From an optimization exercise on the open Yosys and OpenROAD flow, aimed at small area and a short achievable clock period; shortcuts taken in it are not production practice. RTL that was checked went through simulation tests only; none was proved equivalent to the original. Power figures rest on the tool's default switching activity, not on a simulated workload.

==> inputs of job 7869 <==
## filter
module filter(
    clock,
    reset,
    Data_In,
    Data_Out
    );
==> module fir_maj3, before the edit <==
module fir_maj3(input a, input b, input c, output y);
    assign y = (a & b) | (a & c) | (b & c);
endmodule
Settings: LEC_CHECK=0, ABC_CLOCK_PERIOD_IN_PS=3000, CAP_MARGIN=20, CORE_MARGIN=2, CORE_UTILIZATION=40, CTS_BUF_LIST=sky130_fd_sc_hd__clkbuf_8, CTS_CLUSTER_DIAMETER=60, CTS_CLUSTER_SIZE=14, SLEW_MARGIN=20, SYNTH_HIERARCHICAL=1; clock period 12.5 ns.
standard.sh (not shown) runs the stock make flow with config.mk's settings and CLKGATE_MAP_FILE= SYNTH_SCRIPT=/design/flow/synth_recipe.tcl, a recipe that flattens the netlist after the stock synthesis.
==> flow/flow/run.sh <==
#!/bin/bash
# The standard layout (standard.sh) with three changes: synthesis runs
# flow/synth.tcl (synth_recipe.tcl without adder-cell extraction in the output
# adder's small modules), the port buffers are sky130_fd_sc_hd__buf_2 cells,
# timing repair aims for more setup slack than config.mk may ask for, and
# clock tree synthesis inserts no dummy loads.
# Logs: standard.log here; ORFS's own logs under orfs/logs.
set -euo pipefail
export SETUP_SLACK_MARGIN=5.5
export CTS_ARGS="-sink_clustering_enable -repair_clock_nets -dont_use_dummy_load -sink_clustering_size 14 -sink_clustering_max_diameter 60 -buf_list sky130_fd_sc_hd__clkbuf_8"
export BUFFER_PORTS_ARGS="-buffer_cell sky130_fd_sc_hd__buf_2"
sed "s#SYNTH_SCRIPT=[^ ]*#SYNTH_SCRIPT=$PWD/flow/synth.tcl#" standard.sh > own_standard.sh
grep -q "SYNTH_SCRIPT=$PWD/flow/synth.tcl" own_standard.sh
bash own_standard.sh > standard.log 2>&1
==> flow/flow/synth.tcl <==
# synth_recipe.tcl (the standard synthesis), except that full and half adder
# cells are extracted only in filter, fir_fa and fir_ha: the one-cell modules,
# of the output adder and its fir_pg* modules are left to ABC as they are.
proc synth {args} { yosys synth -nofsm -noshare {*}$args }
proc extract_fa {args} { yosys extract_fa {*}$args filter fir_fa fir_ha }
source $::env(SCRIPTS_DIR)/synth.tcl
# left out here: clear keep_hierarchy, flatten, clean up, hide names made inside functions, write 1_2_yosys.v
==> inputs of job 7362, as changes to job 7869 <==
--- a/flow/design.v
+++ b/flow/design.v
@@ -884,9 +884,6 @@
 module fir_and2(input a, input b, output y);
     assign y = a & b;
 endmodule
-module fir_maj3(input a, input b, input c, output y);
-    assign y = (a & b) | (a & c) | (b & c);
-endmodule
 module fir_ao21(input a, input b, input c, output y);
     assign y = a | (b & c);
 endmodule
==> flow/flow/run.sh (replaced) <==
#!/bin/bash
# The standard layout (standard.sh) with four changes:
#  - synthesis runs flow/synth.tcl: synth_recipe.tcl, except that adder cells
#    are not extracted inside the output adder's small modules;
#  - the port buffers are sky130_fd_sc_hd__buf_2 cells;
#  - timing repair aims for more setup slack than config.mk may ask for;
#  - clock tree synthesis uses clkbuf_16 clusters of up to 30 sinks and
#    inserts no dummy loads.
# Logs: standard.log here; ORFS's own logs under orfs/logs.
set -euo pipefail
export SETUP_SLACK_MARGIN=5.5
export CTS_ARGS="-sink_clustering_enable -repair_clock_nets -dont_use_dummy_load -sink_clustering_size 30 -sink_clustering_max_diameter 80 -buf_list sky130_fd_sc_hd__clkbuf_16"
export BUFFER_PORTS_ARGS="-buffer_cell sky130_fd_sc_hd__buf_2"
sed "s#SYNTH_SCRIPT=[^ ]*#SYNTH_SCRIPT=$PWD/flow/synth.tcl#" standard.sh > own_standard.sh
grep -q "SYNTH_SCRIPT=$PWD/flow/synth.tcl" own_standard.sh
bash own_standard.sh > standard.log 2>&1
Settings changed: CORE_UTILIZATION 40 to 85, CTS_BUF_LIST sky130_fd_sc_hd__clkbuf_8 to default, CTS_CLUSTER_DIAMETER 60 to default, CTS_CLUSTER_SIZE 14 to default, PLACE_DENSITY from default to 0.93.
==> Flow_metrics.wiki <==
{| class="wikitable"
! Metric !! Value
|-
| Outcome || finished clean
|-
| Part of the power in the clock network || between 20% and 30%
|-
| Summed area of non-filler cells in the final layout || between 0.01 and 0.015 mm²
|-
| Total Negative Setup Slacks || 0 ns
|-
| Footprint of the multi-input gates || ~0.007 mm²
|-
| Number of tap instances || a little under 400
|-
| Sequential cell count || around 260
|-
| Non-clk invs || 12
|}
That was job 7869.
==> Flow_metrics.wiki <==
{| class="wikitable"
! Metric !! Value
|-
| Total of buffers placed on input and output ports || 26
|-
| Outcome || did not finish
|-
| Die X || about 120 µm
|-
| FF+latch count, synth || about 260
|-
| Total of hold buffers inserted after clock tree synthesis || 0
|-
| Stage at which the flow ended || global routing
|-
| First logged error message || [ERROR GRT-0232] Routing congestion too high. Check the congestion heatmap in the GUI.
|-
| Number of H-tree levels || 1
|-
| Yosys cell types || 50
|-
| Synthesized-area fraction occupied by ao, oa, aoi and oai cells || under 10%
|-
| M2 GR Usage || about 87%
|}
That was job 7362.
No functional check of the RTL was part of job 7869.

---

==> build 47: inputs <==
filter, a different RTL version from the one above (not shown whole).
## filter
module filter(
    clock,
    reset,
    Data_In,
    Data_Out
    );
    input clock,
          reset;
    input  [7:0] Data_In;
    output [16:0] Data_Out;
    reg  [7:0] x1;
    reg  [7:0] x2;
    reg  [7:0] x3;
    reg  [7:0] x4;
    reg  [7:0] x5;
    reg  [7:0] x6;
    reg  [7:0] x7;
    reg  [7:0] x8;
    reg  [7:0] x9;
    reg  [7:0] x10;
    reg  [7:0] x11;
    reg  [7:0] x12;
    reg  [7:0] x13;
    reg  [7:0] x14;
    reg  [7:0] x15;
    reg  [7:0] x16;
    reg  [7:0] x17;
    reg  [7:0] x18;
    reg  [7:0] x19;
    reg  [7:0] x20;
    reg  [7:0] x21;
    reg  [7:0] x22;
    reg  [7:0] x23;
    reg  [7:0] x24;
    reg  [7:0] x25;
    reg  [7:0] x26;
    reg  [7:0] x27;
    reg  [7:0] x28;
    reg  [7:0] x29;
    reg  [7:0] x30;
    reg  [4:0] age;      
    reg  [16:0] S;       
    always @(posedge clock) begin
        x1 <= reset ? 8'd0 : Data_In;
        x2 <= x1;
        x3 <= x2;
        x4 <= x3;
        x5 <= x4;
        x6 <= x5;
        x7 <= x6;
        x8 <= x7;
        x9 <= (reset || age < 5'd8) ? 8'd0 : x8;
        x10 <= reset ? 8'd0 : x9;
        x11 <= reset ? 8'd0 : x10;
        x12 <= reset ? 8'd0 : x11;
        x13 <= reset ? 8'd0 : x12;
  ...
clock: 12.5 ns
lec_check: 0
abc_clock_period_in_ps: 3000
cap_margin: 20
core_margin: 2
core_utilization: 75
place_density: 0.85
slew_margin: 20
synth_hierarchical: 1
==> flow/flow/run.sh <==
#!/bin/bash
# The standard layout (standard.sh) with four changes:
#  - synthesis runs flow/synth.tcl: synth_recipe.tcl, except that adder cells
#    are not extracted inside the output adder's small modules;
#  - the port buffers are sky130_fd_sc_hd__buf_2 cells;
#  - timing repair aims for more setup slack than config.mk may ask for;
#  - clock tree synthesis uses clkbuf_16 clusters of up to 30 sinks and
#    inserts no dummy loads.
# Logs: standard.log here; ORFS's own logs under orfs/logs.
set -euo pipefail
export SETUP_SLACK_MARGIN=5.95
export CTS_ARGS="-sink_clustering_enable -repair_clock_nets -dont_use_dummy_load -sink_clustering_size 30 -sink_clustering_max_diameter 80 -buf_list sky130_fd_sc_hd__clkbuf_16"
export BUFFER_PORTS_ARGS="-buffer_cell sky130_fd_sc_hd__buf_2"
sed "s#SYNTH_SCRIPT=[^ ]*#SYNTH_SCRIPT=$PWD/flow/synth.tcl#" standard.sh > own_standard.sh
grep -q "SYNTH_SCRIPT=$PWD/flow/synth.tcl" own_standard.sh
bash own_standard.sh > standard.log 2>&1
Scripts as last shown in full above: flow/flow/synth.tcl
==> trial 50 (differences from build 47) <==
--- a/flow/design.v
+++ b/flow/design.v
@@ -788,79 +788,74 @@
     fir_pg u_pg6 (.s1(S[6]), .s0(S[5]), .d2(Data_In[6]), .d1(Data_In[5]), .d0(Data_In[4]), .p(op[6]), .g(og[6]));
     fir_pg u_pg7 (.s1(S[7]), .s0(S[6]), .d2(Data_In[7]), .d1(Data_In[6]), .d0(Data_In[5]), .p(op[7]), .g(og[7]));
     fir_pg8 u_pg8 (.s1(S[8]), .s0(S[7]), .d1(Data_In[7]), .d0(Data_In[6]), .p(op[8]), .g(og[8]));
     fir_pg9 u_pg9 (.s1(S[9]), .s0(S[8]), .d0(Data_In[7]), .p(op[9]), .g(og[9]));
     wire G0_2;
-    fir_aoi21 u_G0_2 (.a(og[2]), .b(op[2]), .c(og[1]), .y(G0_2));
+    fir_ao21 u_G0_2 (.a(og[2]), .b(op[2]), .c(og[1]), .y(G0_2));
     wire G0_4;
-    fir_aoi21 u_G0_4 (.a(og[4]), .b(op[4]), .c(og[3]), .y(G0_4));
+    fir_ao21 u_G0_4 (.a(og[4]), .b(op[4]), .c(og[3]), .y(G0_4));
     wire P0_4;
-    fir_nand2 u_P0_4 (.a(op[4]), .b(op[3]), .y(P0_4));
+    fir_and2 u_P0_4 (.a(op[4]), .b(op[3]), .y(P0_4));
     wire G0_6;
-    fir_aoi21 u_G0_6 (.a(og[6]), .b(op[6]), .c(og[5]), .y(G0_6));
+    fir_ao21 u_G0_6 (.a(og[6]), .b(op[6]), .c(og[5]), .y(G0_6));
     wire P0_6;
-    fir_nand2 u_P0_6 (.a(op[6]), .b(op[5]), .y(P0_6));
+    fir_and2 u_P0_6 (.a(op[6]), .b(op[5]), .y(P0_6));
     wire G0_8;
-    fir_aoi21 u_G0_8 (.a(og[8]), .b(op[8]), .c(og[7]), .y(G0_8));
+    fir_ao21 u_G0_8 (.a(og[8]), .b(op[8]), .c(og[7]), .y(G0_8));
     wire P0_8;
-    fir_nand2 u_P0_8 (.a(op[8]), .b(op[7]), .y(P0_8));
-    wire n_og3;
-    fir_inv u_n_og3 (.a(og[3]), .y(n_og3));
-    wire n_op3;
-    fir_inv u_n_op3 (.a(op[3]), .y(n_op3));
+    fir_and2 u_P0_8 (.a(op[8]), .b(op[7]), .y(P0_8));
     wire G1_3;
-    fir_oai21 u_G1_3 (.a(n_og3), .b(n_op3), .c(G0_2), .y(G1_3));
+    fir_ao21 u_G1_3 (.a(og[3]), .b(op[3]), .c(G0_2), .y(G1_3));
     wire G1_4;
-    fir_oai21 u_G1_4 (.a(G0_4), .b(P0_4), .c(G0_2), .y(G1_4));
-    wire n_og7;
-    fir_inv u_n_og7 (.a(og[7]), .y(n_og7));
-    wire n_op7;
-    fir_inv u_n_op7 (.a(op[7]), .y(n_op7));
+    fir_ao21 u_G1_4 (.a(G0_4), .b(P0_4), .c(G0_2), .y(G1_4));
     wire G1_7;
-    fir_oai21 u_G1_7 (.a(n_og7), .b(n_op7), .c(G0_6), .y(G1_7));
+    fir_ao21 u_G1_7 (.a(og[7]), .b(op[7]), .c(G0_6), .y(G1_7));
     wire P1_7;
-    fir_nor2 u_P1_7 (.a(n_op7), .b(P0_6), .y(P1_7));
+    fir_and2 u_P1_7 (.a(op[7]), .b(P0_6), .y(P1_7));
     wire G1_8;
-    fir_oai21 u_G1_8 (.a(G0_8), .b(P0_8), .c(G0_6), .y(G1_8));
+    fir_ao21 u_G1_8 (.a(G0_8), .b(P0_8), .c(G0_6), .y(G1_8));
     wire P1_8;
-    fir_nor2 u_P1_8 (.a(P0_8), .b(P0_6), .y(P1_8));
+    fir_and2 u_P1_8 (.a(P0_8), .b(P0_6), .y(P1_8));
     wire G2_5;
-    fir_aoi21 u_G2_5 (.a(og[5]), .b(op[5]), .c(G1_4), .y(G2_5));
-    wire n_G0_6;
-    fir_inv u_n_G0_6 (.a(G0_6), .y(n_G0_6));
-    wire n_P0_6;
-    fir_inv u_n_P0_6 (.a(P0_6), .y(n_P0_6));
+    fir_ao21 u_G2_5 (.a(og[5]), .b(op[5]), .c(G1_4), .y(G2_5));
     wire G2_6;
-    fir_aoi21 u_G2_6 (.a(n_G0_6), .b(n_P0_6), .c(G1_4), .y(G2_6));
+    fir_ao21 u_G2_6 (.a(G0_6), .b(P0_6), .c(G1_4), .y(G2_6));
     wire G2_7;
-    fir_aoi21 u_G2_7 (.a(G1_7), .b(P1_7), .c(G1_4), .y(G2_7));
+    fir_ao21 u_G2_7 (.a(G1_7), .b(P1_7), .c(G1_4), .y(G2_7));
     wire G2_8;
-    fir_aoi21 u_G2_8 (.a(G1_8), .b(P1_8), .c(G1_4), .y(G2_8));
-    wire n_og9;
-    fir_inv u_n_og9 (.a(og[9]), .y(n_og9));
-    wire n_op9;
-    fir_inv u_n_op9 (.a(op[9]), .y(n_op9));
+    fir_ao21 u_G2_8 (.a(G1_8), .b(P1_8), .c(G1_4), .y(G2_8));
     wire G3_9;
-    fir_oai21 u_G3_9 (.a(n_og9), .b(n_op9), .c(G2_8), .y(G3_9));
+    fir_ao21 u_G3_9 (.a(og[9]), .b(op[9]), .c(G2_8), .y(G3_9));
+    wire [10:1] cy;   
+    assign cy[1] = 1'b0;
+    assign cy[2] = og[1];
+    assign cy[3] = G0_2;
+    assign cy[4] = G1_3;
+    assign cy[5] = G1_4;
+    assign cy[6] = G2_5;
+    assign cy[7] = G2_6;
+    assign cy[8] = G2_7;
+    assign cy[9] = G2_8;
+    assign cy[10] = G3_9;
     assign Data_Out[0] = oa[0];
     assign Data_Out[1] = op[1];
-    fir_xor2 u_y2 (.a(op[2]), .b(og[1]), .y(Data_Out[2]));
-    fir_xnor2 u_y3 (.a(op[3]), .b(G0_2), .y(Data_Out[3]));
-    fir_xor2 u_y4 (.a(op[4]), .b(G1_3), .y(Data_Out[4]));
-    fir_xor2 u_y5 (.a(op[5]), .b(G1_4), .y(Data_Out[5]));
-    fir_xnor2 u_y6 (.a(op[6]), .b(G2_5), .y(Data_Out[6]));
-    fir_xnor2 u_y7 (.a(op[7]), .b(G2_6), .y(Data_Out[7]));
-    fir_xnor2 u_y8 (.a(op[8]), .b(G2_7), .y(Data_Out[8]));
-    fir_xnor2 u_y9 (.a(op[9]), .b(G2_8), .y(Data_Out[9]));
+    fir_xor2 u_y2 (.a(op[2]), .b(cy[2]), .y(Data_Out[2]));
+    fir_xor2 u_y3 (.a(op[3]), .b(cy[3]), .y(Data_Out[3]));
+    fir_xor2 u_y4 (.a(op[4]), .b(cy[4]), .y(Data_Out[4]));
+    fir_xor2 u_y5 (.a(op[5]), .b(cy[5]), .y(Data_Out[5]));
+    fir_xor2 u_y6 (.a(op[6]), .b(cy[6]), .y(Data_Out[6]));
+    fir_xor2 u_y7 (.a(op[7]), .b(cy[7]), .y(Data_Out[7]));
+    fir_xor2 u_y8 (.a(op[8]), .b(cy[8]), .y(Data_Out[8]));
+    fir_xor2 u_y9 (.a(op[9]), .b(cy[9]), .y(Data_Out[9]));
     wire [6:0] hi_inc = S[16:10] + 7'd1;
-    fir_mux2 u_y10 (.a(S[10]), .b(hi_inc[0]), .s(G3_9), .y(Data_Out[10]));
-    fir_mux2 u_y11 (.a(S[11]), .b(hi_inc[1]), .s(G3_9), .y(Data_Out[11]));
-    fir_mux2 u_y12 (.a(S[12]), .b(hi_inc[2]), .s(G3_9), .y(Data_Out[12]));
-    fir_mux2 u_y13 (.a(S[13]), .b(hi_inc[3]), .s(G3_9), .y(Data_Out[13]));
-    fir_mux2 u_y14 (.a(S[14]), .b(hi_inc[4]), .s(G3_9), .y(Data_Out[14]));
-    fir_mux2 u_y15 (.a(S[15]), .b(hi_inc[5]), .s(G3_9), .y(Data_Out[15]));
-    fir_mux2 u_y16 (.a(S[16]), .b(hi_inc[6]), .s(G3_9), .y(Data_Out[16]));
+    fir_mux2 u_y10 (.a(S[10]), .b(hi_inc[0]), .s(cy[10]), .y(Data_Out[10]));
+    fir_mux2 u_y11 (.a(S[11]), .b(hi_inc[1]), .s(cy[10]), .y(Data_Out[11]));
+    fir_mux2 u_y12 (.a(S[12]), .b(hi_inc[2]), .s(cy[10]), .y(Data_Out[12]));
+    fir_mux2 u_y13 (.a(S[13]), .b(hi_inc[3]), .s(cy[10]), .y(Data_Out[13]));
+    fir_mux2 u_y14 (.a(S[14]), .b(hi_inc[4]), .s(cy[10]), .y(Data_Out[14]));
+    fir_mux2 u_y15 (.a(S[15]), .b(hi_inc[5]), .s(cy[10]), .y(Data_Out[15]));
+    fir_mux2 u_y16 (.a(S[16]), .b(hi_inc[6]), .s(cy[10]), .y(Data_Out[16]));
 endmodule
 module fir_pg(input s1, input s0, input d2, input d1, input d0, output p, output g);
     wire a = s1 ^ d2 ^ d1;
     wire b = (s0 & d1) | (s0 & d0) | (d1 & d0);
     assign p = a ^ b;
@@ -884,30 +879,18 @@
     assign g = s1 & b;
 endmodule
 module fir_xor2(input a, input b, output y);
     assign y = a ^ b;
 endmodule
-module fir_mux2(input a, input b, input s, output y);
-    assign y = s ? b : a;
-endmodule
-module fir_xnor2(input a, input b, output y);
-    assign y = ~(a ^ b);
-endmodule
-module fir_aoi21(input a, input b, input c, output y);
-    assign y = ~(a | (b & c));
+module fir_and2(input a, input b, output y);
+    assign y = a & b;
 endmodule
-module fir_oai21(input a, input b, input c, output y);
-    assign y = ~(a & (b | c));
+module fir_ao21(input a, input b, input c, output y);
+    assign y = a | (b & c);
 endmodule
-module fir_nand2(input a, input b, output y);
-    assign y = ~(a & b);
-endmodule
-module fir_nor2(input a, input b, output y);
-    assign y = ~(a | b);
-endmodule
-module fir_inv(input a, output y);
-    assign y = ~a;
+module fir_mux2(input a, input b, input s, output y);
+    assign y = s ? b : a;
 endmodule
 module fir_fa1(input a, input b, output s, output co);
     assign s = ~(a ^ b);
     assign co = a | b;
 endmodule
--- a/flow/flow/run.sh
+++ b/flow/flow/run.sh
@@ -6,11 +6,11 @@
 #  - timing repair aims for more setup slack than config.mk may ask for;
 #  - clock tree synthesis uses clkbuf_16 clusters of up to 30 sinks and
 #    inserts no dummy loads.
 # Logs: standard.log here; ORFS's own logs under orfs/logs.
 set -euo pipefail
-export SETUP_SLACK_MARGIN=5.95
+export SETUP_SLACK_MARGIN=5.5
 export CTS_ARGS="-sink_clustering_enable -repair_clock_nets -dont_use_dummy_load -sink_clustering_size 30 -sink_clustering_max_diameter 80 -buf_list sky130_fd_sc_hd__clkbuf_16"
 export BUFFER_PORTS_ARGS="-buffer_cell sky130_fd_sc_hd__buf_2"
 sed "s#SYNTH_SCRIPT=[^ ]*#SYNTH_SCRIPT=$PWD/flow/synth.tcl#" standard.sh > own_standard.sh
 grep -q "SYNTH_SCRIPT=$PWD/flow/synth.tcl" own_standard.sh
 bash own_standard.sh > standard.log 2>&1
==> comparison table <==
| item | build 47 | trial 50 |
|---|---|---|
| Most frequent cell on the critical path | sky130_fd_sc_hd__o21ai_4 | sky130_fd_sc_hd__a21o_4 |
| Area inside the core boundary | 15900 sq um | 15800 sq um |
| Buffer count excluding the clock tree in the final layout | 57 | 28 |
| Initial core utilization | 76.5% | 76.7% |
| Switching share of total power | 28.5% | 26.5% |
| Via Count | 6748 | 6277 |
| Final weighted congestion in routability-driven placement | 0.876 | 0.866 |
| Die Height | 131 um | 131 um |
| Share of the final layout cell area in multi-input gates | 52.5% | 53.0% |
| Run status | complete, no violations | complete, no violations |
| Fraction of area in non-clock buffers | 3.79% | 1.21% |
| Placed Cells incl. Taps | 1094 | 1086 |
| Drt via density | 5.93 | 5.71 |
| Logic power comb | 0.461 mW | 0.310 mW |
| First-pass iteration count of the detailed router | 5 | 4 |
Only the layout flow was run in build 47; the RTL was not checked for function there.

[what the ideal ports hide]
The results above use ideal ports. As a check the final layouts listed here were re-extracted and re-timed, cells and wires unchanged.
Step 1 sets driving cells, clkbuf_16 on the clock port and buf_2 on the other inputs (assumed; they add their load-dependent delay and slew).
Step 2 adds t to the input delays and takes it off the output delays; t is the mean of the earliest and latest rising clock arrival at the registers after step 1. Input paths then give back, and output paths get back, about the clock's delay inside the block.
a / b / c = ideal ports / drivers / drivers and shift; a / b = the first two.
run | t, ns | setup WS [ns] | hold WS [ns] | worst setup path at the end
job 7869 | 0.585 | 5.588 / 5.563 / 5.563 | 0.300 / 0.300 / 0.300 | input to output
build 47 | 0.512 | 5.637 / 5.589 / 5.589 | 0.303 / 0.303 / 0.303 | input to output
trial 50 | 0.505 | 5.585 / 5.556 / 5.556 | 0.327 / 0.327 / 0.327 | input to output
After both steps setup and hold are still met in every run listed. The setup slack of build 47, which loses most, moves by -0.048 ns with the drivers and by -0.048 ns with both steps.
